Source: an optimization exercise on an open RTL-to-GDS flow (aim: small area and a short achievable clock period). Production flows keep margins and buffers that such runs may drop.
Only simulation tests tie the RTL to the original design; equivalence was not proved.
Power and IR drop assume default switching activity.

## flow/design.v (module list and top-level ports; edited modules follow where they fit)
// module RegisterFile: 426 lines
// module InstructionFetch: 30 lines
// module InstructionDecode: 81 lines
// module ALU: 29 lines
// module ALUControl: 33 lines
// module Execute: 77 lines
// module MemoryAccess: 95 lines
// module WriteBack: 13 lines
// module CSR: 126 lines
// module CLINT: 59 lines
// module CPU: 306 lines
module CPU(
  input         clock,
  input         reset,
  output [31:0] io_instruction_address,
  input  [31:0] io_instruction,
  input         io_instruction_valid,
  input  [31:0] io_interrupt_flag,
  output [31:0] io_memory_bundle_address,
  output [31:0] io_memory_bundle_write_data,
  output        io_memory_bundle_write_enable,
  output        io_memory_bundle_write_strobe_0,
  output        io_memory_bundle_write_strobe_1,
  output        io_memory_bundle_write_strobe_2,
  output        io_memory_bundle_write_strobe_3,
  input  [31:0] io_memory_bundle_read_data,
  output [2:0]  io_deviceSelect,
  input  [4:0]  io_regs_debug_read_address,
  output [31:0] io_regs_debug_read_data,
  input  [11:0] io_csr_regs_debug_read_address,
  output [31:0] io_csr_regs_debug_read_data
);
  // ...
==> flow/run.sh <==
#!/bin/bash
# synth_recipe.tcl (not shown) runs the flow's synth.tcl, then flattens the netlist and writes it again
# the make line also repeats each setting of config.mk as NAME=value (left out here)
make -C /OpenROAD-flow-scripts/flow DESIGN_CONFIG=/design/flow/config.mk WORK_HOME=/design/flow/orfs CLKGATE_MAP_FILE= SYNTH_SCRIPT=/design/flow/synth_recipe.tcl finish
==> flow/config.mk <==
export PLATFORM = sky130hd
export DESIGN_NAME = CPU
export DESIGN_NICKNAME = CPU
export VERILOG_FILES = /design/flow/design.v
export SDC_FILE = /design/flow/constraint.sdc
export NUM_CORES = 4
export LEC_CHECK = 0
export CAP_MARGIN = 20
export CORE_MARGIN = 2
export CORE_UTILIZATION = 20
export PLACE_DENSITY = 0.26
export SETUP_SLACK_MARGIN = 0.2
export SLEW_MARGIN = 20
==> flow/constraint.sdc <==
create_clock -name core_clock -period 16.0 [get_ports {clock}]
set_input_delay 3.2000 -clock core_clock [delete_from_list [all_inputs] [get_ports {clock}]]
set_output_delay 3.2000 -clock core_clock [all_outputs]
set_load 0.01 [all_outputs]
==> run summary, run 1 <==
vias per inst 6.22; Worst Hold Class flip-flop to flip-flop; RSZ-0062 raised after global routing true; Placed Area ~120,000 µm²; grt ovf 0; Resize count post-CTS 97; fin util 0.264; CP Depth 39; antenna violations before repair between 100 and 150; largest net degree at the start of global routing roughly 140; final-report hold violation count 0; Rows 255; Top cell by count, worst path buf_4; status timing/DRC/antenna clean; cell area after synthesis between 90,000 and 100,000 µm²; most frequent cells in the layout 1,757 x buf_4, 1,533 x nand2_1, 1,524 x nor2_1; final setup margin between 0.3 and 0.4 ns; number of hold buffers added after cts 0; CTS buffer count between 150 and 200; crit path capture io_deviceSelect[2]; antenna diode count 57; grt peak-use layer met2; routed wl met2 408,000 µm; post-route design area between 100,000 and 150,000 µm²; met2 usage 0.561; Leading cell kind multi-input combinational cells; GRT Total Usage 0.391; DR vias around 130k; Core Area just under 500,000 µm²; worst-path fanout max 11; Max Slew Vio Count 0; sequential share of power 0.339; n_taps about 6,400; Worst R2R Path Depth 28; Synth Area in Compound Gates 0.383; sequential power approximately 3200 µW; warnings from Yosys 3; met3 usage 0.0995; Worst-Skew Late Latency 0.95 ns; Cell variety after synth approximately 130; Inverters roughly 170; Syn Area/Cell about 7 µm²; commonest non-fill, non-tap cell in the layout buf_4; buffer share of cell area 0.157
==> module CPU, before the edit <==
module CPU(
  input         clock,
  input         reset,
  output [31:0] io_instruction_address,
  input  [31:0] io_instruction,
  input         io_instruction_valid,
  input  [31:0] io_interrupt_flag,
  output [31:0] io_memory_bundle_address,
  output [31:0] io_memory_bundle_write_data,
  output        io_memory_bundle_write_enable,
  output        io_memory_bundle_write_strobe_0,
  output        io_memory_bundle_write_strobe_1,
  output        io_memory_bundle_write_strobe_2,
  output        io_memory_bundle_write_strobe_3,
  input  [31:0] io_memory_bundle_read_data,
  output [2:0]  io_deviceSelect,
  input  [4:0]  io_regs_debug_read_address,
  output [31:0] io_regs_debug_read_data,
  input  [11:0] io_csr_regs_debug_read_address,
  output [31:0] io_csr_regs_debug_read_data
);
  wire  regs_clock;
  wire  regs_reset;
  wire  regs_io_write_enable;
  wire [4:0] regs_io_write_address;
  wire [31:0] regs_io_write_data;
  wire [4:0] regs_io_read_address1;
  wire [4:0] regs_io_read_address2;
  wire [31:0] regs_io_read_data1;
  wire [31:0] regs_io_read_data2;
  wire [4:0] regs_io_debug_read_address;
  wire [31:0] regs_io_debug_read_data;
  wire  inst_fetch_clock;
  wire  inst_fetch_reset;
  wire  inst_fetch_io_jump_flag_id;
  wire [31:0] inst_fetch_io_jump_address_id;
  wire  inst_fetch_io_interrupt_assert;
  wire [31:0] inst_fetch_io_interrupt_handler_address;
  wire [31:0] inst_fetch_io_instruction_read_data;
  wire  inst_fetch_io_instruction_valid;
  wire [31:0] inst_fetch_io_instruction_address;
  wire [31:0] inst_fetch_io_instruction;
  wire [31:0] id_io_instruction;
  wire [4:0] id_io_regs_reg1_read_address;
  wire [4:0] id_io_regs_reg2_read_address;
  wire [31:0] id_io_ex_immediate;
  wire  id_io_ex_aluop1_source;
  wire  id_io_ex_aluop2_source;
  wire  id_io_memory_read_enable;
  wire  id_io_memory_write_enable;
  wire [1:0] id_io_wb_reg_write_source;
  wire  id_io_reg_write_enable;
  wire [4:0] id_io_reg_write_address;
  wire [11:0] id_io_csr_reg_address;
  wire  id_io_csr_reg_write_enable;
  wire [31:0] ex_io_instruction;
  wire [31:0] ex_io_instruction_address;
  wire [31:0] ex_io_reg1_data;
  wire [31:0] ex_io_reg2_data;
  wire [31:0] ex_io_immediate;
  wire  ex_io_aluop1_source;
  wire  ex_io_aluop2_source;
  wire [31:0] ex_io_csr_reg_read_data;
  wire [31:0] ex_io_mem_alu_result;
  wire [31:0] ex_io_csr_reg_write_data;
  wire  ex_io_if_jump_flag;
  wire [31:0] ex_io_if_jump_address;
  wire [31:0] mem_io_alu_result;
  wire [31:0] mem_io_reg2_data;
  wire  mem_io_memory_read_enable;
  wire  mem_io_memory_write_enable;
  wire [2:0] mem_io_funct3;
  wire [31:0] mem_io_wb_memory_read_data;
  wire [31:0] mem_io_memory_bundle_address;
  wire [31:0] mem_io_memory_bundle_write_data;
  wire  mem_io_memory_bundle_write_enable;
  wire  mem_io_memory_bundle_write_strobe_0;
  wire  mem_io_memory_bundle_write_strobe_1;
  wire  mem_io_memory_bundle_write_strobe_2;
  wire  mem_io_memory_bundle_write_strobe_3;
  wire [31:0] mem_io_memory_bundle_read_data;
  wire [31:0] wb_io_instruction_address;
  wire [31:0] wb_io_alu_result;
  wire [31:0] wb_io_memory_read_data;
  wire [31:0] wb_io_csr_read_data;
  wire [1:0] wb_io_regs_write_source;
  wire [31:0] wb_io_regs_write_data;
  wire  csr_regs_clock;
  wire  csr_regs_reset;
  wire [11:0] csr_regs_io_reg_read_address_id;
  wire  csr_regs_io_reg_write_enable_id;
  wire [11:0] csr_regs_io_reg_write_address_id;
  wire [31:0] csr_regs_io_reg_write_data_ex;
  wire [11:0] csr_regs_io_debug_reg_read_address;
  wire [31:0] csr_regs_io_debug_reg_read_data;
  wire [31:0] csr_regs_io_reg_read_data;
  wire [31:0] csr_regs_io_clint_access_bundle_mstatus;
  wire [31:0] csr_regs_io_clint_access_bundle_mepc;
  wire [31:0] csr_regs_io_clint_access_bundle_mcause;
  wire [31:0] csr_regs_io_clint_access_bundle_mtvec;
  wire [31:0] csr_regs_io_clint_access_bundle_mie;
  wire [31:0] csr_regs_io_clint_access_bundle_mstatus_write_data;
  wire [31:0] csr_regs_io_clint_access_bundle_mepc_write_data;
  wire [31:0] csr_regs_io_clint_access_bundle_mcause_write_data;
  wire  csr_regs_io_clint_access_bundle_direct_write_enable;
  wire [31:0] clint_io_interrupt_flag;
  wire [31:0] clint_io_instruction;
  wire [31:0] clint_io_instruction_address;
  wire  clint_io_jump_flag;
  wire [31:0] clint_io_jump_address;
  wire [31:0] clint_io_interrupt_handler_address;
  wire  clint_io_interrupt_assert;
  wire [31:0] clint_io_csr_bundle_mstatus;
  wire [31:0] clint_io_csr_bundle_mepc;
  wire [31:0] clint_io_csr_bundle_mcause;
  wire [31:0] clint_io_csr_bundle_mtvec;
  wire [31:0] clint_io_csr_bundle_mie;
  wire [31:0] clint_io_csr_bundle_mstatus_write_data;
  wire [31:0] clint_io_csr_bundle_mepc_write_data;
  wire [31:0] clint_io_csr_bundle_mcause_write_data;
  wire  clint_io_csr_bundle_direct_write_enable;
  RegisterFile regs (
    .clock(regs_clock),
    .reset(regs_reset),
    .io_write_enable(regs_io_write_enable),
    .io_write_address(regs_io_write_address),
    .io_write_data(regs_io_write_data),
    .io_read_address1(regs_io_read_address1),
    .io_read_address2(regs_io_read_address2),
    .io_read_data1(regs_io_read_data1),
    .io_read_data2(regs_io_read_data2),
    .io_debug_read_address(regs_io_debug_read_address),
    .io_debug_read_data(regs_io_debug_read_data)
  );
  InstructionFetch inst_fetch (
    .clock(inst_fetch_clock),
    .reset(inst_fetch_reset),
    .io_jump_flag_id(inst_fetch_io_jump_flag_id),
    .io_jump_address_id(inst_fetch_io_jump_address_id),
    .io_interrupt_assert(inst_fetch_io_interrupt_assert),
    .io_interrupt_handler_address(inst_fetch_io_interrupt_handler_address),
    .io_instruction_read_data(inst_fetch_io_instruction_read_data),
    .io_instruction_valid(inst_fetch_io_instruction_valid),
    .io_instruction_address(inst_fetch_io_instruction_address),
    .io_instruction(inst_fetch_io_instruction)
  );
  InstructionDecode id (
    .io_instruction(id_io_instruction),
    .io_regs_reg1_read_address(id_io_regs_reg1_read_address),
    .io_regs_reg2_read_address(id_io_regs_reg2_read_address),
    .io_ex_immediate(id_io_ex_immediate),
    .io_ex_aluop1_source(id_io_ex_aluop1_source),
    .io_ex_aluop2_source(id_io_ex_aluop2_source),
    .io_memory_read_enable(id_io_memory_read_enable),
    .io_memory_write_enable(id_io_memory_write_enable),
    .io_wb_reg_write_source(id_io_wb_reg_write_source),
    .io_reg_write_enable(id_io_reg_write_enable),
    .io_reg_write_address(id_io_reg_write_address),
    .io_csr_reg_address(id_io_csr_reg_address),
    .io_csr_reg_write_enable(id_io_csr_reg_write_enable)
  );
  Execute ex (
    .io_instruction(ex_io_instruction),
    .io_instruction_address(ex_io_instruction_address),
    .io_reg1_data(ex_io_reg1_data),
    .io_reg2_data(ex_io_reg2_data),
    .io_immediate(ex_io_immediate),
    .io_aluop1_source(ex_io_aluop1_source),
    .io_aluop2_source(ex_io_aluop2_source),
    .io_csr_reg_read_data(ex_io_csr_reg_read_data),
    .io_mem_alu_result(ex_io_mem_alu_result),
    .io_csr_reg_write_data(ex_io_csr_reg_write_data),
    .io_if_jump_flag(ex_io_if_jump_flag),
    .io_if_jump_address(ex_io_if_jump_address)
  );
  MemoryAccess mem (
    .io_alu_result(mem_io_alu_result),
    .io_reg2_data(mem_io_reg2_data),
    .io_memory_read_enable(mem_io_memory_read_enable),
    .io_memory_write_enable(mem_io_memory_write_enable),
    .io_funct3(mem_io_funct3),
    .io_wb_memory_read_data(mem_io_wb_memory_read_data),
    .io_memory_bundle_address(mem_io_memory_bundle_address),
    .io_memory_bundle_write_data(mem_io_memory_bundle_write_data),
    .io_memory_bundle_write_enable(mem_io_memory_bundle_write_enable),
    .io_memory_bundle_write_strobe_0(mem_io_memory_bundle_write_strobe_0),
    .io_memory_bundle_write_strobe_1(mem_io_memory_bundle_write_strobe_1),
    .io_memory_bundle_write_strobe_2(mem_io_memory_bundle_write_strobe_2),
    .io_memory_bundle_write_strobe_3(mem_io_memory_bundle_write_strobe_3),
    .io_memory_bundle_read_data(mem_io_memory_bundle_read_data)
  );
  WriteBack wb (
    .io_instruction_address(wb_io_instruction_address),
    .io_alu_result(wb_io_alu_result),
    .io_memory_read_data(wb_io_memory_read_data),
    .io_csr_read_data(wb_io_csr_read_data),
    .io_regs_write_source(wb_io_regs_write_source),
    .io_regs_write_data(wb_io_regs_write_data)
  );
  CSR csr_regs (
    .clock(csr_regs_clock),
    .reset(csr_regs_reset),
    .io_reg_read_address_id(csr_regs_io_reg_read_address_id),
    .io_reg_write_enable_id(csr_regs_io_reg_write_enable_id),
    .io_reg_write_address_id(csr_regs_io_reg_write_address_id),
    .io_reg_write_data_ex(csr_regs_io_reg_write_data_ex),
    .io_debug_reg_read_address(csr_regs_io_debug_reg_read_address),
    .io_debug_reg_read_data(csr_regs_io_debug_reg_read_data),
    .io_reg_read_data(csr_regs_io_reg_read_data),
    .io_clint_access_bundle_mstatus(csr_regs_io_clint_access_bundle_mstatus),
    .io_clint_access_bundle_mepc(csr_regs_io_clint_access_bundle_mepc),
    .io_clint_access_bundle_mcause(csr_regs_io_clint_access_bundle_mcause),
    .io_clint_access_bundle_mtvec(csr_regs_io_clint_access_bundle_mtvec),
    .io_clint_access_bundle_mie(csr_regs_io_clint_access_bundle_mie),
    .io_clint_access_bundle_mstatus_write_data(csr_regs_io_clint_access_bundle_mstatus_write_data),
    .io_clint_access_bundle_mepc_write_data(csr_regs_io_clint_access_bundle_mepc_write_data),
    .io_clint_access_bundle_mcause_write_data(csr_regs_io_clint_access_bundle_mcause_write_data),
    .io_clint_access_bundle_direct_write_enable(csr_regs_io_clint_access_bundle_direct_write_enable)
  );
  CLINT clint (
    .io_interrupt_flag(clint_io_interrupt_flag),
    .io_instruction(clint_io_instruction),
    .io_instruction_address(clint_io_instruction_address),
    .io_jump_flag(clint_io_jump_flag),
    .io_jump_address(clint_io_jump_address),
    .io_interrupt_handler_address(clint_io_interrupt_handler_address),
    .io_interrupt_assert(clint_io_interrupt_assert),
    .io_csr_bundle_mstatus(clint_io_csr_bundle_mstatus),
    .io_csr_bundle_mepc(clint_io_csr_bundle_mepc),
    .io_csr_bundle_mcause(clint_io_csr_bundle_mcause),
    .io_csr_bundle_mtvec(clint_io_csr_bundle_mtvec),
    .io_csr_bundle_mie(clint_io_csr_bundle_mie),
    .io_csr_bundle_mstatus_write_data(clint_io_csr_bundle_mstatus_write_data),
    .io_csr_bundle_mepc_write_data(clint_io_csr_bundle_mepc_write_data),
    .io_csr_bundle_mcause_write_data(clint_io_csr_bundle_mcause_write_data),
    .io_csr_bundle_direct_write_enable(clint_io_csr_bundle_direct_write_enable)
  );
  assign io_instruction_address = inst_fetch_io_instruction_address;
  assign io_memory_bundle_address = {3'h0,mem_io_memory_bundle_address[28:0]};
  assign io_memory_bundle_write_data = mem_io_memory_bundle_write_data;
  assign io_memory_bundle_write_enable = mem_io_memory_bundle_write_enable;
  assign io_memory_bundle_write_strobe_0 = mem_io_memory_bundle_write_strobe_0;
  assign io_memory_bundle_write_strobe_1 = mem_io_memory_bundle_write_strobe_1;
  assign io_memory_bundle_write_strobe_2 = mem_io_memory_bundle_write_strobe_2;
  assign io_memory_bundle_write_strobe_3 = mem_io_memory_bundle_write_strobe_3;
  assign io_deviceSelect = mem_io_memory_bundle_address[31:29];
  assign io_regs_debug_read_data = regs_io_debug_read_data;
  assign io_csr_regs_debug_read_data = csr_regs_io_debug_reg_read_data;
  assign regs_clock = clock;
  assign regs_reset = reset;
  assign regs_io_write_enable = id_io_reg_write_enable;
  assign regs_io_write_address = id_io_reg_write_address;
  assign regs_io_write_data = wb_io_regs_write_data;
  assign regs_io_read_address1 = id_io_regs_reg1_read_address;
  assign regs_io_read_address2 = id_io_regs_reg2_read_address;
  assign regs_io_debug_read_address = io_regs_debug_read_address;
  assign inst_fetch_clock = clock;
  assign inst_fetch_reset = reset;
  assign inst_fetch_io_jump_flag_id = ex_io_if_jump_flag;
  assign inst_fetch_io_jump_address_id = ex_io_if_jump_address;
  assign inst_fetch_io_interrupt_assert = clint_io_interrupt_assert;
  assign inst_fetch_io_interrupt_handler_address = clint_io_interrupt_handler_address;
  assign inst_fetch_io_instruction_read_data = io_instruction;
  assign inst_fetch_io_instruction_valid = io_instruction_valid;
  assign id_io_instruction = inst_fetch_io_instruction;
  assign ex_io_instruction = inst_fetch_io_instruction;
  assign ex_io_instruction_address = inst_fetch_io_instruction_address;
  assign ex_io_reg1_data = regs_io_read_data1;
  assign ex_io_reg2_data = regs_io_read_data2;
  assign ex_io_immediate = id_io_ex_immediate;
  assign ex_io_aluop1_source = id_io_ex_aluop1_source;
  assign ex_io_aluop2_source = id_io_ex_aluop2_source;
  assign ex_io_csr_reg_read_data = csr_regs_io_reg_read_data;
  assign mem_io_alu_result = ex_io_mem_alu_result;
  assign mem_io_reg2_data = regs_io_read_data2;
  assign mem_io_memory_read_enable = id_io_memory_read_enable;
  assign mem_io_memory_write_enable = id_io_memory_write_enable;
  assign mem_io_funct3 = inst_fetch_io_instruction[14:12];
  assign mem_io_memory_bundle_read_data = io_memory_bundle_read_data;
  assign wb_io_instruction_address = inst_fetch_io_instruction_address;
  assign wb_io_alu_result = ex_io_mem_alu_result;
  assign wb_io_memory_read_data = mem_io_wb_memory_read_data;
  assign wb_io_csr_read_data = csr_regs_io_reg_read_data;
  assign wb_io_regs_write_source = id_io_wb_reg_write_source;
  assign csr_regs_clock = clock;
  assign csr_regs_reset = reset;
  assign csr_regs_io_reg_read_address_id = id_io_csr_reg_address;
  assign csr_regs_io_reg_write_enable_id = id_io_csr_reg_write_enable;
  assign csr_regs_io_reg_write_address_id = id_io_csr_reg_address;
  assign csr_regs_io_reg_write_data_ex = ex_io_csr_reg_write_data;
  assign csr_regs_io_debug_reg_read_address = io_csr_regs_debug_read_address;
  assign csr_regs_io_clint_access_bundle_mstatus_write_data = clint_io_csr_bundle_mstatus_write_data;
  assign csr_regs_io_clint_access_bundle_mepc_write_data = clint_io_csr_bundle_mepc_write_data;
  assign csr_regs_io_clint_access_bundle_mcause_write_data = clint_io_csr_bundle_mcause_write_data;
  assign csr_regs_io_clint_access_bundle_direct_write_enable = clint_io_csr_bundle_direct_write_enable;
  assign clint_io_interrupt_flag = io_interrupt_flag;
  assign clint_io_instruction = inst_fetch_io_instruction;
  assign clint_io_instruction_address = inst_fetch_io_instruction_address;
  assign clint_io_jump_flag = ex_io_if_jump_flag;
  assign clint_io_jump_address = ex_io_if_jump_address;
  assign clint_io_csr_bundle_mstatus = csr_regs_io_clint_access_bundle_mstatus;
  assign clint_io_csr_bundle_mepc = csr_regs_io_clint_access_bundle_mepc;
  assign clint_io_csr_bundle_mcause = csr_regs_io_clint_access_bundle_mcause;
  assign clint_io_csr_bundle_mtvec = csr_regs_io_clint_access_bundle_mtvec;
  assign clint_io_csr_bundle_mie = csr_regs_io_clint_access_bundle_mie;
endmodule
==> inputs of run 2 (changes only) <==
==> flow/design.v (replaced) <==
module CPU(
  input         clock,
  input         reset,
  output [31:0] io_instruction_address,
  input  [31:0] io_instruction,
  input         io_instruction_valid,
  input  [31:0] io_interrupt_flag,
  output [31:0] io_memory_bundle_address,
  output [31:0] io_memory_bundle_write_data,
  output        io_memory_bundle_write_enable,
  output        io_memory_bundle_write_strobe_0,
  output        io_memory_bundle_write_strobe_1,
  output        io_memory_bundle_write_strobe_2,
  output        io_memory_bundle_write_strobe_3,
  input  [31:0] io_memory_bundle_read_data,
  output [2:0]  io_deviceSelect,
  input  [4:0]  io_regs_debug_read_address,
  output [31:0] io_regs_debug_read_data,
  input  [11:0] io_csr_regs_debug_read_address,
  output [31:0] io_csr_regs_debug_read_data
);
  reg [31:0] pc;
  reg [31:0] regs [1:31];
  reg [31:0] mstatus, mie, mtvec, mscratch, mepc, mcause;
  reg [63:0] cycles;
  wire        v    = io_instruction_valid;
  wire [31:0] ins  = io_instruction;
  wire [6:0]  opc  = ins[6:0];
  wire [2:0]  f3   = ins[14:12];
  wire [4:0]  rs1  = ins[19:15];
  wire [4:0]  rs2  = ins[24:20];
  wire [4:0]  rd   = ins[11:7];
  wire isLoad   = opc == 7'h03;
  wire isStore  = opc == 7'h23;
  wire isOpImm  = opc == 7'h13;
  wire isOp     = opc == 7'h33;
  wire isLui    = opc == 7'h37;
  wire isAuipc  = opc == 7'h17;
  wire isJal    = opc == 7'h6f;
  wire isJalr   = opc == 7'h67;
  wire isBranch = opc == 7'h63;
  wire isSystem = opc == 7'h73;
  wire isCsr    = isSystem & (f3 != 3'h0);
  wire isEcall  = ins == 32'h00000073;
  wire isEbreak = ins == 32'h00100073;
  wire isMret   = ins == 32'h30200073;
  wire [31:0] rv1 = (rs1 == 5'd0) ? 32'h0 : regs[rs1];
  wire [31:0] rv2 = (rs2 == 5'd0) ? 32'h0 : regs[rs2];
  assign io_regs_debug_read_data = (io_regs_debug_read_address == 5'd0) ? 32'h0 : regs[io_regs_debug_read_address];
  wire [31:0] immI = {{20{ins[31]}}, ins[31:20]};
  wire [31:0] immU = {ins[31:12], 12'h0};
  wire [31:0] immB = {{20{ins[31]}}, ins[7], ins[30:25], ins[11:8], 1'b0};
  wire [31:0] immJ = {{12{ins[31]}}, ins[19:12], ins[20], ins[30:21], 1'b0};
  wire [4:0]  immLo = (ins[5] & ~ins[6]) ? ins[11:7] : ins[24:20];
  wire [31:0] immA = {{20{ins[31]}}, ins[31:25], immLo};
  wire [31:0] addr = rv1 + immA;
  assign io_memory_bundle_address = {3'h0, addr[28:0]};
  assign io_deviceSelect = addr[31:29];
  wire [31:0] pcImm = isJal ? immJ : (isBranch ? immB : immU);
  wire [31:0] pcRel = pc + pcImm;
  wire [31:0] pc4   = pc + 32'h4;
  wire [31:0] op2   = isOp ? rv2 : immI;
  wire        sub   = isOp & ins[30] & (f3 == 3'h0);
  wire [31:0] sum   = rv1 + (sub ? ~op2 : op2) + {31'h0, sub};
  wire [32:0] diff  = {1'b0, rv1} - {1'b0, (isOpImm ? immI : rv2)};
  wire        ltu   = diff[32];
  wire        lts   = (rv1[31] ^ op2c[31]) ? rv1[31] : diff[32];
  wire [31:0] op2c  = isOpImm ? immI : rv2;
  wire        eq    = rv1 == rv2;
  wire [4:0]  shamt = op2[4:0];
  wire [31:0] sll   = rv1 << shamt;
  wire [31:0] sr    = $signed({ins[30] & rv1[31], rv1}) >>> shamt;
  reg  [31:0] alu;
  always @* begin
    case (f3)
      3'h0: alu = sum;
      3'h1: alu = sll;
      3'h2: alu = {31'h0, lts};
      3'h3: alu = {31'h0, ltu};
      3'h4: alu = rv1 ^ op2;
      3'h5: alu = sr;
      3'h6: alu = rv1 | op2;
      default: alu = rv1 & op2;
    endcase
  end
  reg brCond;
  always @* begin
    case (f3)
      3'h0: brCond = eq;
      3'h1: brCond = ~eq;
      3'h4: brCond = lts;
      3'h5: brCond = ~lts;
      3'h6: brCond = ltu;
      3'h7: brCond = ~ltu;
      default: brCond = 1'b0;
    endcase
  end
  wire        jump  = (isBranch & brCond) | isJal | isJalr;
  wire [31:0] jaddr = isJalr ? {addr[31:1], 1'b0} : pcRel;
  wire [31:0] rdat = io_memory_bundle_read_data;
  wire [7:0]  lbyte = addr[1] ? (addr[0] ? rdat[31:24] : rdat[23:16])
                              : (addr[0] ? rdat[15:8]  : rdat[7:0]);
  wire [15:0] lhalf = addr[1] ? rdat[31:16] : rdat[15:0];
  reg  [31:0] ldata;
  always @* begin
    case (f3)
      3'h0: ldata = {{24{lbyte[7]}}, lbyte};
      3'h1: ldata = {{16{lhalf[15]}}, lhalf};
      3'h2: ldata = rdat;
      3'h4: ldata = {24'h0, lbyte};
      3'h5: ldata = {16'h0, lhalf};
      default: ldata = 32'h0;
    endcase
  end
  assign io_memory_bundle_write_enable = v & isStore;
  assign io_memory_bundle_write_data = {
    f3[1] ? rv2[31:24] : (f3[0] ? rv2[15:8] : rv2[7:0]),
    f3[1] ? rv2[23:16] : rv2[7:0],
    (f3[1] | f3[0]) ? rv2[15:8] : rv2[7:0],
    rv2[7:0]};
  wire stB = f3 == 3'h0;
  wire stH = f3 == 3'h1;
  wire stW = f3 == 3'h2;
  assign io_memory_bundle_write_strobe_0 = isStore & (stW | (stH & ~addr[1]) | (stB & ~addr[1] & ~addr[0]));
  assign io_memory_bundle_write_strobe_1 = isStore & (stW | (stH & ~addr[1]) | (stB & ~addr[1] &  addr[0]));
  assign io_memory_bundle_write_strobe_2 = isStore & (stW | (stH &  addr[1]) | (stB &  addr[1] & ~addr[0]));
  assign io_memory_bundle_write_strobe_3 = isStore & (stW | (stH &  addr[1]) | (stB &  addr[1] &  addr[0]));
  wire [11:0] caddr = ins[31:20];
  wire [11:0] daddr = io_csr_regs_debug_read_address;
  reg  [31:0] crd, cdbg;
  always @* begin
    case (caddr)
      12'h300: crd = mstatus;
      12'h304: crd = mie;
      12'h305: crd = mtvec;
      12'h340: crd = mscratch;
      12'h341: crd = mepc;
      12'h342: crd = mcause;
      12'hb00, 12'hc00: crd = cycles[31:0];
      12'hb80, 12'hc80: crd = cycles[63:32];
      default: crd = 32'h0;
    endcase
  end
  always @* begin
    case (daddr)
      12'h300: cdbg = mstatus;
      12'h304: cdbg = mie;
      12'h305: cdbg = mtvec;
      12'h340: cdbg = mscratch;
      12'h341: cdbg = mepc;
      12'h342: cdbg = mcause;
      12'hb00, 12'hc00: cdbg = cycles[31:0];
      12'hb80, 12'hc80: cdbg = cycles[63:32];
      default: cdbg = 32'h0;
    endcase
  end
  assign io_csr_regs_debug_read_data = cdbg;
  wire [31:0] csrc = f3[2] ? {27'h0, rs1} : rv1;
  wire [31:0] cwd  = f3[1] ? (f3[0] ? (crd & ~csrc) : (crd | csrc)) : csrc;
  wire        cwe  = v & isSystem & ((f3[1:0] == 2'b01) | (f3[1] & (rs1 != 5'd0)));
  wire irqSrcEn = (io_interrupt_flag == 32'h1) ? mie[7] : mie[11];
  wire irq   = (io_interrupt_flag != 32'h0) & mstatus[3] & irqSrcEn;
  wire exc   = v & (isEcall | isEbreak);
  wire mret  = v & isMret;
  wire trap  = irq | exc;
  wire dwe   = trap | mret;
  wire [31:0] nextSeq = (v & jump) ? jaddr : pc4;
  wire [31:0] mstatusTrap = {mstatus[31:13], 2'h3, mstatus[10:8], mstatus[3], mstatus[6:4], 1'b0, mstatus[2:0]};
  wire [31:0] mstatusMret = {mstatus[31:13], 2'h3, mstatus[10:8], 1'b1, mstatus[6:4], mstatus[7], mstatus[2:0]};
  wire [31:0] mcauseTrap = irq ? {1'b1, 27'h0, (io_interrupt_flag == 32'h1) ? 4'h7 : 4'hb}
                               : {28'h0, isEbreak ? 4'h3 : 4'hb};
  wire rwe = v & (rd != 5'd0) & (isLoad | isOpImm | isOp | isLui | isAuipc | isJal | isJalr | isCsr);
  reg [31:0] wd;
  always @* begin
    if (isLoad)               wd = ldata;
    else if (isCsr)           wd = crd;
    else if (isJal | isJalr)  wd = pc4;
    else if (isLui)           wd = immU;
    else if (isAuipc)         wd = pcRel;
    else                      wd = alu;
  end
  integer i;
  always @(posedge clock) begin
    for (i = 1; i < 32; i = i + 1)
      if (reset) regs[i] <= 32'h0;
      else if (rwe && rd == i) regs[i] <= wd;
  end
  always @(posedge clock) begin
    if (reset) pc <= 32'h1000;
    else if (v) begin
      if (trap | mret) pc <= mret & ~trap ? mepc : mtvec;
      else if (jump) pc <= jaddr;
      else pc <= pc4;
    end
  end
  wire [63:0] cyc1 = cycles + 64'h1;
  always @(posedge clock) begin
    if (reset) begin
      mstatus <= 32'h0; mie <= 32'h0; mtvec <= 32'h0; mscratch <= 32'h0;
      mepc <= 32'h0; mcause <= 32'h0; cycles <= 64'h0;
    end else begin
      if (dwe) mstatus <= trap ? mstatusTrap : mstatusMret;
      else if (cwe && caddr == 12'h300) mstatus <= cwd;
      if (cwe && caddr == 12'h304) mie <= cwd;
      if (cwe && caddr == 12'h305) mtvec <= cwd;
      if (cwe && caddr == 12'h340) mscratch <= cwd;
      if (trap) mepc <= nextSeq;
      else if (!dwe && cwe && caddr == 12'h341) mepc <= cwd;
      if (trap) mcause <= mcauseTrap;
      else if (!dwe && cwe && caddr == 12'h342) mcause <= cwd;
      cycles[31:0]  <= (cwe && caddr == 12'hb00) ? cwd : cyc1[31:0];
      cycles[63:32] <= (cwe && caddr == 12'hb80) ? cwd : cyc1[63:32];
    end
  end
  assign io_instruction_address = pc;
endmodule
--- a/flow/config.mk
+++ b/flow/config.mk
@@ -9,5 +9,5 @@
 export CORE_MARGIN = 2
-export CORE_UTILIZATION = 20
-export PLACE_DENSITY = 0.26
-export SETUP_SLACK_MARGIN = 0.2
+export CORE_UTILIZATION = 55
+export PLACE_DENSITY = 0.65
+export SETUP_SLACK_MARGIN = 5
 export SLEW_MARGIN = 20
==> run 2 against run 1 <==
The run now fails in global routing. Synthesized cell count is 11% lower. Area after synthesis is 9.5% lower.
==> run summary, run 2 <==
status stopped before the end (was timing/DRC/antenna clean); Fail Step global routing; Run Error [ERROR GRT-0183] Net net1303: the 3D maze router ran out of legal paths (heap underflow) - the net is boxed in by local congestion or blockages.; clk root buf clkbuf_16 (unchanged); CTS Buffer Depth 3 (was 4); Area contributors post-synth dfxtp_1 29%, nand3_1 6.9%, a211oi_1 6.4%, nor2_1 5.2%, nand2_1 4.9% (was dfxtp_1 26%, a21oi_1 6.2%, nor2_1 6.2%, nand2_1 6.0%, a211oi_1 4.7%); PortBufs 280 (unchanged); most frequent cell after synthesis dfxtp_1 (was nor2_1); Synth Flop Type dfxtp_1 (unchanged); cell area after synthesis 87,900 µm² (was 97,100 µm²); GPL Wtd Cong 1.27 (was 1.01); largest net degree at the start of global routing 221; CTS buffer count 141 (was 187); Synth top area share 0.292 (was 0.264); starting density of the core 0.554 (was 0.201); sequential element share of the synthesized area 0.292 (was 0.264); die width 404 µm (was 701 µm); DPL Wire Length 403,000 µm (was 787,000 µm); warnings from Yosys 34 (was 3); number of flops mapped to enable cells by yosys 0 (unchanged); post-synth top area cell dfxtp_1 (unchanged); CTS sink cnt 1,280 (unchanged); die height 404 µm (was 701 µm); Rows 146 (was 255); Yosys reg bits 1,280 (unchanged); Mapped Cells 12,000 (was 13,600); Placement Setup Slack 2.67 ns (was -1.27 ns); Post-synth ARST share 0 (unchanged); H-tree level count 4 (unchanged); Syn Area/Cell 7.30 µm² (was 7.15 µm²); Synth top cells by count 1,280 x dfxtp_1, 1,228 x nor2_1, 1,216 x nand3_1, 1,152 x nand2_1, 984 x clkbuf_1 (was 1,612 x nor2_1, 1,548 x nand2_1, 1,280 x dfxtp_1, 1,212 x a21oi_1, 1,041 x clkbuf_1); IO Count 284 (unchanged); number of hold buffers added after cts 0 (unchanged); Cell variety after synth 99 (was 134)
-- run 2: logic make-up after synthesis --
| logic type | after synthesis | share of synthesized area |
|---|---|---|
| AO/OA/AOI/OAI | 3561 | 0.285 |
| buffers and inverters | 1384 | 0.0618 |
| other | 1 | 0.0000427 |
| AND/OR/NAND/NOR | 5220 | 0.290 |
| multiplexers | 182 | 0.0223 |
| flip-flops | 1280 | 0.292 |
| XOR/XNOR | 225 | 0.0224 |
| adder cells (fa/ha/maj) | 192 | 0.0276 |
-- run 2: repair_timing --
item                                   4_1_cts
pin swaps                                   36
endpoints found under the hold margin        0
gates cloned                                23
setup buffers                               47
gates resized for setup                    239
setup endpoints to repair                  163
-- run 2: power by group through the flow --
stage	Clock (µW)	Combinational (µW)	Sequential, µW
3_5_place_dp	0	1070	3270
3_3_place_gp	0	1060	3270
4_1_cts	3430	1130	3200
2_1_floorplan	0	566	3270
-- run 2: worst max path at each step --
stage                     cells past startpoint  slack (ns)                 end          startpoint
after floorplan                              24        5.08  io_deviceSelect[2]  io_instruction[19]
after CTS                                    24        4.85  io_deviceSelect[2]  io_instruction[19]
after global placement                       23        2.33  io_deviceSelect[1]  io_instruction[16]
after detailed placement                     23        2.67  io_deviceSelect[1]  io_instruction[16]
-- run 2: per-stage QoR --
step | instance area, µm² | util | hold WS [ns] | total power (µW) | std cells
floorplan | 87900 | - | 0.444 | 3830 | 12000
global placement | 92900 | 0.586 | 0.453 | 4330 | 13600
CTS | 99600 | 0.628 | 0.468 | 7760 | 13900
detailed placement | 92900 | 0.586 | 0.461 | 4340 | 13600
==> inputs of run 3 (changes only) <==
--- a/flow/config.mk
+++ b/flow/config.mk
@@ -9,5 +9,5 @@
 export CORE_MARGIN = 2
-export CORE_UTILIZATION = 55
-export PLACE_DENSITY = 0.65
-export SETUP_SLACK_MARGIN = 5
+export CORE_UTILIZATION = 20
+export PLACE_DENSITY = 0.26
+export SETUP_SLACK_MARGIN = 0.2
 export SLEW_MARGIN = 20
==> run 3 against run 2 <==
The run now finishes clean. Area after synthesis unchanged. Synthesized cell count unchanged.
==> run summary, run 3 <==
maximum vdd drop around 0.09 mV; GRT Total Usage 0.371; final-report hold violation count 0; required time worst endpoint between 10 and 15 ns; cell family with most CP delay compound AO/OA/AOI/OAI gates; most frequent cells in the layout 1,280 x dfxtp_1, 1,215 x nand3_1, 1,149 x nand2_1; die height 667 µm (was 404 µm); drt pass-1 iters 10; Max Clock Skew 0.141 ns; Top reg by flops regs; H-tree level count 4 (unchanged); sequential element share of the synthesized area 0.292 (unchanged); HP Start mie[21]; status timing/DRC/antenna clean (was stopped before the end); Worst R2R Path Depth 23; Synth top area share 0.292 (unchanged); post-synth top area cell dfxtp_1 (unchanged); Core Area around 440,000 µm²; Worst EP arrival about 11 ns; RSZ-0062 raised after global routing false; number of hold buffers added after cts 0 (unchanged); nets 12,100; die width 667 µm (was 404 µm); DRT antenna net count 0; CP Buf/Inv Count 3; post-route design area between 100,000 and 150,000 µm²; Worst Hold Class flip-flop to flip-flop; Mapped Cells 12,000 (unchanged); Yosys reg bits 1,280 (unchanged); reg2reg start regs[7][0]; Max Cap Viol 0; crit end category output port; Post-synth ARST share 0 (unchanged); Final Instance Count excl. Fillers approximately 18,000; grt ovf 0; number of remaining DRC errors 0; Placed Area 99,100 µm² (was 92,900 µm²); final WL around 860,000 µm; Pleak between 0.03 and 0.04 µW; Top Registers regs (992), cycles (64); CTS sink cnt 1,280 (unchanged); setup TNS 0 ns; Crit Path Category input port to output port; clk root buf clkbuf_16 (unchanged); Area contributors post-synth dfxtp_1 29%, nand3_1 6.9%, a211oi_1 6.4%, nor2_1 5.2%, nand2_1 4.9% (unchanged); largest net degree at the start of global routing between 200 and 250; vias in the first global route 102,000; CTS tree done; slowest CP cell a2111oi_0; Max Clk Rate between 0.06 and 0.07 GHz; Area Growth Syn to Fin 19.9%; IO Count 284 (unchanged); Hold WS 0.466 ns; fin crit period around 15 ns; Post-CTS Setup Inserts 0 (was 47); vias per inst between 6 and 7; most frequent cell after synthesis dfxtp_1 (unchanged); starting density of the core 0.201 (was 0.554); P per Cell Area ~85 nW/µm²; CP cell instances buf_4, nand2b_1, nor2_2, a221o_1, nor4_1, a21oi_2, buf_4, fa_1, a21o_1, a21oi_1, o21a_1, o21ai_0, a2111oi_0, o31a_1, o21ai_0, a21oi_1, o21bai_1, xor2_1, clkdlybuf4s50_1; cell area after synthesis 87,900 µm² (unchanged); hold-critical path depth 2; CP startpoint kind input port; Worst-path clk slew approximately 0.05 ns; worst hold endpoint mie[21]; DR vias around 110k; commonest non-fill, non-tap cell in the layout dfxtp_1; Worst-Margin Slew 1.35 ns; Resize count post-CTS 0 (was 239); placed cell count 17,400 (was 13,600); Tcrit/Tclk final 0.912; Critical R2R Capture regs[16][30]; slew margin rel. 0.0986; antenna violations before repair between 100 and 150; DR iter-0 viols approximately 17,000; Synth top cells by count 1,280 x dfxtp_1, 1,228 x nor2_1, 1,216 x nand3_1, 1,152 x nand2_1, 984 x clkbuf_1 (unchanged); Largest register FFs between 900 and 1,000; Cell variety after synth 99 (unchanged); worst-path fanout max 35; PortBufs 280 (unchanged); Rows 243 (was 146); CTS buffer count 182 (was 141); Synth Flop Type dfxtp_1 (unchanged); first-pass GRT wire length 1,110,000 µm; DPL Wire Length 617,000 µm (was 403,000 µm); CTS Buffer Depth 4 (was 3); number of flops mapped to enable cells by yosys 0 (unchanged); WL/cell slightly below 50 µm; Max Slew Vio Count 0; reg-to-reg slack, setup 7.78 ns; Syn Area/Cell 7.30 µm² (unchanged); crit-path max cell delay roughly 1.0 ns; GPL Wtd Cong 1.01 (was 1.27); Worst-Skew Late Latency a little under 1 ns; share of cells above drive strength 1 0.111; warnings from Yosys 34 (unchanged); endpoints failing setup 0; Die Area roughly 440,000 µm²
==> run 3: cell type report <==
| type | instances | area, µm² |
|---|---|---|
| Sequential cell | 1280 | 25600 |
| Tap cell | 5757 | 7200 |
| Multi-Input combinational cell | 9383 | 58500 |
| Inverter | 122 | 458 |
| Clock buffer | 255 | 5290 |
| Fill cell | 48100 | 332000 |
| Timing Repair Buffer | 863 | 7290 |
| Clock inverter | 75 | 857 |
| Antenna cell | 53 | 133 |
==> run 3: per-stage QoR <==
step | total power (µW) | setup WS, ns | utilization
final | 8930 | 1.40 | 0.241
after global routing | 9090 | 1.46 | 0.240
after CTS | 8940 | 1.74 | 0.240
after detailed placement | 4580 | 1.77 | 0.226
after global placement | 4580 | 1.73 | 0.226
after floorplan | 3830 | 4.97 | -
==> run 3: worst max path at each step <==
| stage | start | cells after the start | endpoint |
|---|---|---|---|
| floorplan | io_instruction[17] | 23 | io_deviceSelect[2] |
| global placement | io_instruction[18] | 20 | io_memory_bundle_address[28] |
| detailed placement | io_instruction[16] | 19 | io_memory_bundle_address[28] |
| CTS | io_instruction[16] | 19 | io_memory_bundle_address[28] |
| global route | io_instruction[16] | 19 | io_memory_bundle_address[28] |
| finish | io_instruction[16] | 19 | io_memory_bundle_address[28] |
==> run 3: metal layers <==
metal  up-vias  GRT usage  share of wire
li1      45100          -              -
met1     57200      0.461           0.40
met2      7817      0.587           0.45
met3      2034     0.0738          0.077
met4        36      0.230          0.073
met5         -          0        0.00026
==> run 3: where the power goes <==
group	internal, µW	leakage (µW)	total (µW)	switching [µW]
combinational	281	0.0219	1360	1080
clock	2490	0.00305	4360	1870
sequential	3190	0.0103	3200	12.6
==> run 3: logic make-up after synthesis <==
| kind of cell | count (synthesis) | share of synthesized area |
|---|---|---|
| buffers and inverters | 1384 | 0.0618 |
| other | 1 | 0.0000427 |
| flip-flops | 1280 | 0.292 |
| AO/OA/AOI/OAI | 3561 | 0.285 |
| multiplexers | 182 | 0.0223 |
| XOR/XNOR | 225 | 0.0224 |
| adder cells (fa/ha/maj) | 192 | 0.0276 |
| AND/OR/NAND/NOR | 5220 | 0.290 |
==> run 3: worst register-to-register path: cells and delay by family, from the launching register on <==
family | cells | cell delay (ns)
AO/OA/AOI/OAI | 14 | 4.42
XOR/XNOR | 1 | 0.36
adder cells (fa/ha/maj) | 1 | 0.25
buffers and inverters | 2 | 0.78
flip-flops | 1 | 0.45
AND/OR/NAND/NOR | 5 | 1.70
==> inputs of run 4 (changes only) <==
--- a/flow/design.v
+++ b/flow/design.v
@@ -55,3 +55,17 @@
   wire [31:0] immA = {{20{ins[31]}}, ins[31:25], immLo};
-  wire [31:0] addr = rv1 + immA;
+  reg [31:0] ksG, ksP, ksGn, ksPn;
+  integer kl, ki;
+  always @* begin
+    ksG = rv1 & immA; ksP = rv1 | immA;
+    for (kl = 0; kl < 5; kl = kl + 1) begin
+      ksGn = ksG; ksPn = ksP;
+      for (ki = 0; ki < 32; ki = ki + 1)
+        if (ki >= (1 << kl)) begin
+          ksGn[ki] = ksG[ki] | (ksP[ki] & ksG[ki - (1 << kl)]);
+          ksPn[ki] = ksP[ki] & ksP[ki - (1 << kl)];
+        end
+      ksG = ksGn; ksP = ksPn;
+    end
+  end
+  wire [31:0] addr = (rv1 ^ {ksG[30:0], 1'b0}) ^ immA;
   assign io_memory_bundle_address = {3'h0, addr[28:0]};
@@ -62,12 +76,17 @@
   wire [31:0] op2   = isOp ? rv2 : immI;
-  wire        sub   = isOp & ins[30] & (f3 == 3'h0);
-  wire [31:0] sum   = rv1 + (sub ? ~op2 : op2) + {31'h0, sub};
-  wire [32:0] diff  = {1'b0, rv1} - {1'b0, (isOpImm ? immI : rv2)};
-  wire        ltu   = diff[32];
-  wire        lts   = (rv1[31] ^ op2c[31]) ? rv1[31] : diff[32];
-  wire [31:0] op2c  = isOpImm ? immI : rv2;
+  wire        inv   = f3[1] | (isOp & ins[30]);
+  wire [32:0] sum   = {1'b0, rv1} + {1'b0, op2 ^ {32{inv}}} + {32'h0, inv};
+  wire        ltu   = ~sum[32];
+  wire        lts   = (rv1[31] ^ op2[31]) ? rv1[31] : sum[31];
   wire        eq    = rv1 == rv2;
+  wire        bltu  = rv1 < rv2;
+  wire        blts  = (rv1[31] ^ rv2[31]) ? rv1[31] : bltu;
   wire [4:0]  shamt = op2[4:0];
-  wire [31:0] sll   = rv1 << shamt;
-  wire [31:0] sr    = $signed({ins[30] & rv1[31], rv1}) >>> shamt;
+  reg  [31:0] rv1r;
+  integer k;
+  always @* for (k = 0; k < 32; k = k + 1) rv1r[k] = rv1[31-k];
+  wire [31:0] shin  = f3[2] ? rv1 : rv1r;
+  wire [31:0] sr    = $signed({f3[2] & ins[30] & rv1[31], shin}) >>> shamt;
+  reg  [31:0] srr;
+  always @* for (k = 0; k < 32; k = k + 1) srr[k] = sr[31-k];
   reg  [31:0] alu;
@@ -75,4 +94,4 @@
     case (f3)
-      3'h0: alu = sum;
-      3'h1: alu = sll;
+      3'h0: alu = sum[31:0];
+      3'h1: alu = srr;
       3'h2: alu = {31'h0, lts};
@@ -90,6 +109,6 @@
       3'h1: brCond = ~eq;
-      3'h4: brCond = lts;
-      3'h5: brCond = ~lts;
-      3'h6: brCond = ltu;
-      3'h7: brCond = ~ltu;
+      3'h4: brCond = blts;
+      3'h5: brCond = ~blts;
+      3'h6: brCond = bltu;
+      3'h7: brCond = ~bltu;
       default: brCond = 1'b0;
@@ -123,6 +142,6 @@
   wire stW = f3 == 3'h2;
-  assign io_memory_bundle_write_strobe_0 = isStore & (stW | (stH & ~addr[1]) | (stB & ~addr[1] & ~addr[0]));
-  assign io_memory_bundle_write_strobe_1 = isStore & (stW | (stH & ~addr[1]) | (stB & ~addr[1] &  addr[0]));
-  assign io_memory_bundle_write_strobe_2 = isStore & (stW | (stH &  addr[1]) | (stB &  addr[1] & ~addr[0]));
-  assign io_memory_bundle_write_strobe_3 = isStore & (stW | (stH &  addr[1]) | (stB &  addr[1] &  addr[0]));
+  assign io_memory_bundle_write_strobe_0 = v & isStore & (stW | (stH & ~addr[1]) | (stB & ~addr[1] & ~addr[0]));
+  assign io_memory_bundle_write_strobe_1 = v & isStore & (stW | (stH & ~addr[1]) | (stB & ~addr[1] &  addr[0]));
+  assign io_memory_bundle_write_strobe_2 = v & isStore & (stW | (stH &  addr[1]) | (stB &  addr[1] & ~addr[0]));
+  assign io_memory_bundle_write_strobe_3 = v & isStore & (stW | (stH &  addr[1]) | (stB &  addr[1] &  addr[0]));
   wire [11:0] caddr = ins[31:20];
@@ -181,2 +200,3 @@
   end
+  wire [31:0] wdr = reset ? 32'h0 : wd;
   integer i;
@@ -184,30 +204,31 @@
     for (i = 1; i < 32; i = i + 1)
-      if (reset) regs[i] <= 32'h0;
-      else if (rwe && rd == i) regs[i] <= wd;
-  end
-  always @(posedge clock) begin
-    if (reset) pc <= 32'h1000;
-    else if (v) begin
-      if (trap | mret) pc <= mret & ~trap ? mepc : mtvec;
-      else if (jump) pc <= jaddr;
-      else pc <= pc4;
-    end
-  end
+      if (reset | (rwe && rd == i)) regs[i] <= wdr;
+  end
+  wire [31:0] pcNext = (trap | mret) ? ((mret & ~trap) ? mepc : mtvec) : (jump ? jaddr : pc4);
+  always @(posedge clock)
+    if (reset | v) pc <= reset ? 32'h1000 : pcNext;
+  wire [31:0] cwdr = reset ? 32'h0 : cwd;
+  wire csrW300 = cwe & (caddr == 12'h300);
+  wire csrW304 = cwe & (caddr == 12'h304);
+  wire csrW305 = cwe & (caddr == 12'h305);
+  wire csrW340 = cwe & (caddr == 12'h340);
+  wire csrW341 = cwe & (caddr == 12'h341);
+  wire csrW342 = cwe & (caddr == 12'h342);
+  wire csrWb00 = cwe & (caddr == 12'hb00);
+  wire csrWb80 = cwe & (caddr == 12'hb80);
   wire [63:0] cyc1 = cycles + 64'h1;
   always @(posedge clock) begin
-    if (reset) begin
-      mstatus <= 32'h0; mie <= 32'h0; mtvec <= 32'h0; mscratch <= 32'h0;
-      mepc <= 32'h0; mcause <= 32'h0; cycles <= 64'h0;
-    end else begin
-      if (dwe) mstatus <= trap ? mstatusTrap : mstatusMret;
-      else if (cwe && caddr == 12'h300) mstatus <= cwd;
-      if (cwe && caddr == 12'h304) mie <= cwd;
-      if (cwe && caddr == 12'h305) mtvec <= cwd;
-      if (cwe && caddr == 12'h340) mscratch <= cwd;
-      if (trap) mepc <= nextSeq;
-      else if (!dwe && cwe && caddr == 12'h341) mepc <= cwd;
-      if (trap) mcause <= mcauseTrap;
-      else if (!dwe && cwe && caddr == 12'h342) mcause <= cwd;
-      cycles[31:0]  <= (cwe && caddr == 12'hb00) ? cwd : cyc1[31:0];
-      cycles[63:32] <= (cwe && caddr == 12'hb80) ? cwd : cyc1[63:32];
+    if (reset | dwe | csrW300)
+      mstatus <= reset ? 32'h0 : dwe ? (trap ? mstatusTrap : mstatusMret) : cwd;
+    if (reset | csrW304) mie <= cwdr;
+    if (reset | csrW305) mtvec <= cwdr;
+    if (reset | csrW340) mscratch <= cwdr;
+    if (reset | trap | (~dwe & csrW341))
+      mepc <= reset ? 32'h0 : trap ? nextSeq : cwd;
+    if (reset | trap | (~dwe & csrW342))
+      mcause <= reset ? 32'h0 : trap ? mcauseTrap : cwd;
+    if (reset) cycles <= 64'h0;
+    else begin
+      cycles[31:0]  <= csrWb00 ? cwd : cyc1[31:0];
+      cycles[63:32] <= csrWb80 ? cwd : cyc1[63:32];
     end
==> flow/flow/run.sh (new file) <==
#!/bin/bash
# The standard layout (the standard.sh: standard synthesis, floorplan, place,
# CTS, routing) with three repair settings changed:
#  - port buffers are buf_4 cells instead of the clkdlybuf4s50_1 delay cells
#    that buffer_ports picks by default (every port still gets its own buffer);
#  - MATCH_CELL_FOOTPRINT 0, so repair_timing may resize a cell to any cell of
#    the same function, not only to cells of the same footprint.
set -euo pipefail
bash standard.sh \
  SETUP_SLACK_MARGIN=7 \
  MATCH_CELL_FOOTPRINT=0 \
  "BUFFER_PORTS_ARGS=-buffer_cell sky130_fd_sc_hd__buf_4" \
  finish > standard.log 2>&1
==> flow/standard.sh (new file) <==
#!/bin/bash
# synth_recipe.tcl (not shown) runs the flow's synth.tcl, then flattens the netlist and writes it again
# the make line also repeats each setting of config.mk as NAME=value (left out here)
make -C /OpenROAD-flow-scripts/flow DESIGN_CONFIG=/design/flow/config.mk WORK_HOME=/design/flow/orfs CLKGATE_MAP_FILE= SYNTH_SCRIPT=/design/flow/synth_recipe.tcl "${@:-finish}"
--- a/flow/config.mk
+++ b/flow/config.mk
@@ -9,5 +9,4 @@
 export CORE_MARGIN = 2
-export CORE_UTILIZATION = 20
-export PLACE_DENSITY = 0.26
-export SETUP_SLACK_MARGIN = 0.2
+export CORE_UTILIZATION = 40
+export PLACE_DENSITY = 0.5
 export SLEW_MARGIN = 20
removed: flow/run.sh
==> run 4 against run 3 <==
The flow now stops in global routing. Area after synthesis is 9.2% lower. Synthesized cell count is 34% lower.
==> run summary, run 4 <==
GPL Wtd Cong 1.09 (was 1.01); starting density of the core 0.403 (was 0.201); Synth top area share 0.458 (was 0.292); post-synth top area cell edfxtp_1 (was dfxtp_1); placed cell count 10,500 (was 17,400); Mapped Cells 7,898 (was 12,000); largest net degree at the start of global routing 80; cell area after synthesis 79,800 µm² (was 87,900 µm²); grt ovf 9; IO Count 284 (unchanged); DPL Wire Length 387,000 µm (was 617,000 µm); Synth top cells by count 1,216 x edfxtp_1, 668 x a22oi_1, 653 x nand2_1, 515 x a21oi_1, 498 x nor2_1 (was 1,280 x dfxtp_1, 1,228 x nor2_1, 1,216 x nand3_1, 1,152 x nand2_1, 984 x clkbuf_1); sequential element share of the synthesized area 0.474 (was 0.292); Placement Setup Slack 3.08 ns (was 1.77 ns); status stopped before the end (was timing/DRC/antenna clean); Area contributors post-synth edfxtp_1 46%, a22oi_1 6.3%, a21oi_1 3.2%, nand2_1 3.1%, a221oi_1 2.7% (was dfxtp_1 29%, nand3_1 6.9%, a211oi_1 6.4%, nor2_1 5.2%, nand2_1 4.9%); Post-synth ARST share 0 (unchanged); Yosys reg bits 1,280 (unchanged); Rows 163 (was 243); CTS Buffer Depth 3 (was 4); Syn Area/Cell 10.1 µm² (was 7.30 µm²); die height 451 µm (was 667 µm); CTS sink cnt 1,280 (unchanged); GRT Total Usage 0.597; PortBufs 280 (unchanged); Placed Area 86,800 µm² (was 99,100 µm²); most frequent cell after synthesis edfxtp_1 (was dfxtp_1); die width 451 µm (was 667 µm); Cell variety after synth 118 (was 99); clk root buf clkbuf_16 (unchanged); Run Error [ERROR GRT-0232] Routing congestion too high. Check the congestion heatmap in the GUI.; CTS buffer count 144 (was 182); H-tree level count 4 (unchanged); Synth Flop Type edfxtp_1 (was dfxtp_1); warnings from Yosys 34 (unchanged); number of flops mapped to enable cells by yosys 1,216 (was 0); Fail Step global routing
==> run 4: cell types whose count changed after synthesis, moves of 128 or more <==
cell,before,now
dfxtp_1,1280,64
edfxtp_1,0,1216
nand3_1,1216,330
nor2_1,1228,498
a211oi_1,750,67
clkbuf_1,984,469
nand2_1,1152,653
a21oi_1,815,515
a22oi_1,398,668
nand4_1,405,212
o21ai_0,365,237
==> run 4: logic make-up after synthesis <==
| kind of cell | Yosys count | share of synthesized area |
|---|---|---|
| multiplexers | 198 | 0.0296 |
| AO/OA/AOI/OAI | 2634 | 0.241 |
| other | 1 | 0.0000470 |
| AND/OR/NAND/NOR | 2600 | 0.164 |
| flip-flops | 1280 | 0.474 |
| adder cells (fa/ha/maj) | 170 | 0.0268 |
| XOR/XNOR | 219 | 0.0241 |
| buffers and inverters | 796 | 0.0409 |
==> run 4: stage by stage <==
| stage | util | total power, µW |
|---|---|---|
| after floorplan | - | 5490 |
| after global placement | 0.439 | 6960 |
| after detailed placement | 0.439 | 6940 |
| after CTS | 0.503 | 10700 |
==> run 4: how the worst max path moves through the flow <==
stage / end / cells after the start
after floorplan: io_memory_bundle_address[22] / 20
after global placement: io_deviceSelect[2] / 17
after detailed placement: io_memory_bundle_address[24] / 20
after CTS: io_memory_bundle_address[24] / 22
==> run 4: repair_timing <==
action | in CTS
endpoints found under the hold margin | 0
gates resized for setup | 889
setup endpoints to repair | 1154
hold buffers | 0
pin swaps | 177
buffers inserted | 348
gates cloned | 46
==> run 4: power by group through the flow <==
stage,clock network [µW],logic [µW],registers (µW)
4_1_cts,3440,2860,4420
3_3_place_gp,0,2450,4510
3_5_place_dp,0,2450,4490
2_1_floorplan,0,1200,4280
==> run 4: layer usage <==
layer	track usage	overflow
met1	0.643	5
met2	0.790	0
met3	0.351	2
met4	0.579	2
met5	0.0876	0
==> inputs of run 5 (changes only) <==
==> flow/run.sh (new file) <==
#!/bin/bash
# synth_recipe.tcl (not shown) runs the flow's synth.tcl, then flattens the netlist and writes it again
# the make line also repeats each setting of config.mk as NAME=value (left out here)
make -C /OpenROAD-flow-scripts/flow DESIGN_CONFIG=/design/flow/config.mk WORK_HOME=/design/flow/orfs CLKGATE_MAP_FILE= SYNTH_SCRIPT=/design/flow/synth_recipe.tcl finish
--- a/flow/config.mk
+++ b/flow/config.mk
@@ -9,4 +9,5 @@
 export CORE_MARGIN = 2
-export CORE_UTILIZATION = 40
-export PLACE_DENSITY = 0.5
+export CORE_UTILIZATION = 20
+export PLACE_DENSITY = 0.26
+export SETUP_SLACK_MARGIN = 5
 export SLEW_MARGIN = 20
removed: flow/flow/run.sh
removed: flow/standard.sh
==> run 5 against run 4 <==
Now clean on timing, DRC and antenna. Synthesized cell count unchanged. Area after synthesis unchanged.
==> run summary, run 5 <==
Cell variety after synth 118 (unchanged); Area Growth Syn to Fin 26.8%; Max Slew Vio Count 0; warnings from Yosys 34 (unchanged); final WL ~740,000 µm; P per Cell Area 117 nW/µm²; nets about 8,600; Area contributors post-synth edfxtp_1 46%, a22oi_1 6.3%, a21oi_1 3.2%, nand2_1 3.1%, a221oi_1 2.7% (unchanged); Yosys reg bits 1,280 (unchanged); cell area after synthesis 79,800 µm² (unchanged); CTS tree done; required time worst endpoint ~13 ns; largest net degree at the start of global routing approximately 120; Synth Flop Type edfxtp_1 (unchanged); maximum vdd drop 0.0806 mV; drt pass-1 iters 10; slew margin rel. 0.113; start point of the critical path io_instruction[16]; Placement Setup Slack 2.14 ns (was 3.08 ns); sequential element share of the synthesized area 0.474 (unchanged); post-synth top area cell edfxtp_1 (unchanged); Max Cap Viol 0; Reg area around 38,000 µm²; CTS buffer count 177 (was 144); Rows 231 (was 163); Core Area 397,000 µm²; CTS Buffer Depth 4 (was 3); Post-synth ARST share 0 (unchanged); reg2reg start regs[2][3]; Top Registers regs (992), cycles (64); grt ovf 0; DR vias ~88,000; most frequent cells in the layout 1,216 x edfxtp_1, 666 x a22oi_1, 615 x nand2_1; CP startpoint kind input port; share of cells above drive strength 1 0.171; Die Area about 400,000 µm²; Worst-Margin Slew 1.32 ns; crit end category output port; fin crit period 11.16 ns; Max Clk Rate 0.0896 GHz; RSZ-0062 raised after global routing false; IO Count 284 (unchanged); Synth top cells by count 1,216 x edfxtp_1, 668 x a22oi_1, 653 x nand2_1, 515 x a21oi_1, 498 x nor2_1 (unchanged); Hold WS 0.584 ns; worst-path fanout max 29; setup TNS 0 ns; GPL Wtd Cong 0.975 (was 1.09); clk root buf clkbuf_16 (unchanged); area of the multi-input gates about 41,000 µm²; final-report hold violation count 0; Worst EP arrival slightly below 8 ns; Syn Area/Cell 10.1 µm² (unchanged); Top reg by flops regs; PortBufs 280 (unchanged); die width 636 µm (was 451 µm); antenna violations before repair 84; Layout fillers 42,000; number of hold buffers added after cts 0 (unchanged); Tcrit/Tclk final 0.698; final setup margin around 4.8 ns; first-pass GRT wire length 936,000 µm; DR iter-0 viols about 16,000; Worst-path clk slew around 0.06 ns; vias in the first global route 82,200; GRT Total Usage 0.353; number of remaining DRC errors 0; Max Clock Skew ~0.098 ns; Worst Hold Class flip-flop to flip-flop; DRT antenna net count 0; vias per inst about 6.4; number of flops mapped to enable cells by yosys 1,216 (unchanged); most frequent cell after synthesis edfxtp_1 (unchanged); Crit Path Category input port to output port; status timing/DRC/antenna clean (was stopped before the end); WL/cell 54.0 µm; Largest register FFs 992; commonest non-fill, non-tap cell in the layout edfxtp_1; CTS sink cnt 1,280 (unchanged); Pleak approximately 0.036 µW; starting density of the core 0.201 (was 0.403); Worst-Skew Late Latency about 0.94 ns; HP Start cycles[62]; Mapped Cells 7,898 (unchanged); Synth top area share 0.458 (unchanged); H-tree level count 4 (unchanged); endpoints failing setup 0; die height 636 µm (was 451 µm); DPL Wire Length 504,000 µm (was 387,000 µm)
-- run 5: cell counts after synthesis --
No cell type changed its count.
-- run 5: timing repair --
item / in CTS / in global routing
gates resized for setup: 312 / 73
pin swaps: 74 / 33
endpoints found under the setup margin: 389 / 153
setup buffers: 149 / 34
cloned: 10 / 3
-- run 5: kinds of logic after synthesis --
kind of cell / synth area share
compound gates: 0.241
simple gates: 0.164
flops: 0.474
buf+inv: 0.0409
xor+xnor: 0.0241
mux: 0.0296
fa+ha+maj: 0.0268
other cells: 0.0000470
-- run 5: cell type report --
type | count | share of cell area
clock inverter | 113 | 0.0120
timing repair buffer | 923 | 0.0876
inverter | 150 | 0.00581
clock buffer | 209 | 0.0462
tap | 5242 | 0.0648
sequential | 1280 | 0.374
multi-input combinational | 5827 | 0.409
antenna | 41 | 0.00101
-- run 5: stage by stage --
stage | instances | area (µm²) | util | total power [µW]
finish | 13800 | 101000 | 0.255 | 11800
floorplan | 7900 | 79800 | - | 5450
detailed placement | 13200 | 91500 | 0.231 | 7340
CTS | 13700 | 100000 | 0.253 | 11700
global placement | 13200 | 91500 | 0.231 | 7390
global route | 13700 | 101000 | 0.255 | 12000
-- run 5: worst paths after layout --
| check | to | slack [ns] | cells past startpoint |
|---|---|---|---|
| max reg2reg | regs[6][30] | 8.26 | 25 |
| max | io_deviceSelect[0] | 4.84 | 24 |
| min | cycles[62] | 0.58 | 2 |
| min reg2reg | cycles[62] | 0.58 | 2 |
-- run 5: critical path, stage by stage --
cell and delay, ns:
buf_16 0.15, nand3b_1 0.21, buf_4 0.18, buf_4 0.14, nor2_4 0.19, buf_4 0.25
buf_4 0.29, buf_6 0.29, a22oi_1 0.14, nand3_1 0.17, nor4_2 0.06, buf_4 0.18
a22oi_2 0.17, buf_6 0.28, clkinvlp_4 0.30, nand3_4 0.22, nor4_1 0.07, o21ai_1 0.24
o31ai_4 0.14, buf_4 0.16, buf_4 0.13, mux2i_2 0.16, a21oi_2 0.23, clkdlybuf4s15_2 0.26
-- run 5: layer usage --
| metal | global-route usage | vias to the layer above | routed length, µm |
|---|---|---|---|
| met5 | 0 | - | 122 |
| met4 | 0.248 | 18 | 64200 |
| met3 | 0.0771 | 2247 | 63000 |
| met2 | 0.558 | 7308 | 332000 |
| met1 | 0.425 | 45400 | 285000 |
| li1 | - | 32700 | - |
-- run 5: report_power, final --
group | switching (µW) | internal, µW
combinational | 2200 | 869
sequential | 456 | 4070
clock | 1770 | 2430
total | 4420 | 7370

what the ideal ports hide:
No port has a modelled driver above. Below, the same layouts with a new extraction and two added sets of constraints.
Step 1 sets driving cells, clkbuf_16 on the clock port and buf_2 on the other inputs (assumed; they add their load-dependent delay and slew).
Step 2 moves the port delays by t, midway between the first and last clock arrival at a register: inputs arrive t later, outputs are due t later. That takes back most of the time a late clock gives input paths.
a / b / c = ideal ports / drivers / drivers and shift; a / b = the first two.
| run | t (ns) | setup WS [ns] | worst setup path at the end | slew at the worst register clock pin (ns) |
|---|---|---|---|---|
| run 1 | 1.035 | 0.310 / 0.280 / 0.280 | input to output | 0.08 / 0.08 |
| run 3 | 1.046 | 1.403 / 1.373 / 1.373 | input to output | 0.08 / 0.08 |
| run 5 | 1.002 | 4.838 / 4.555 / 4.216 | input to register | 0.07 / 0.07 |
After both steps every run listed still meets setup and hold. The setup slack of run 5, which loses most, moves by -0.283 ns with the drivers and by -0.622 ns with both steps.
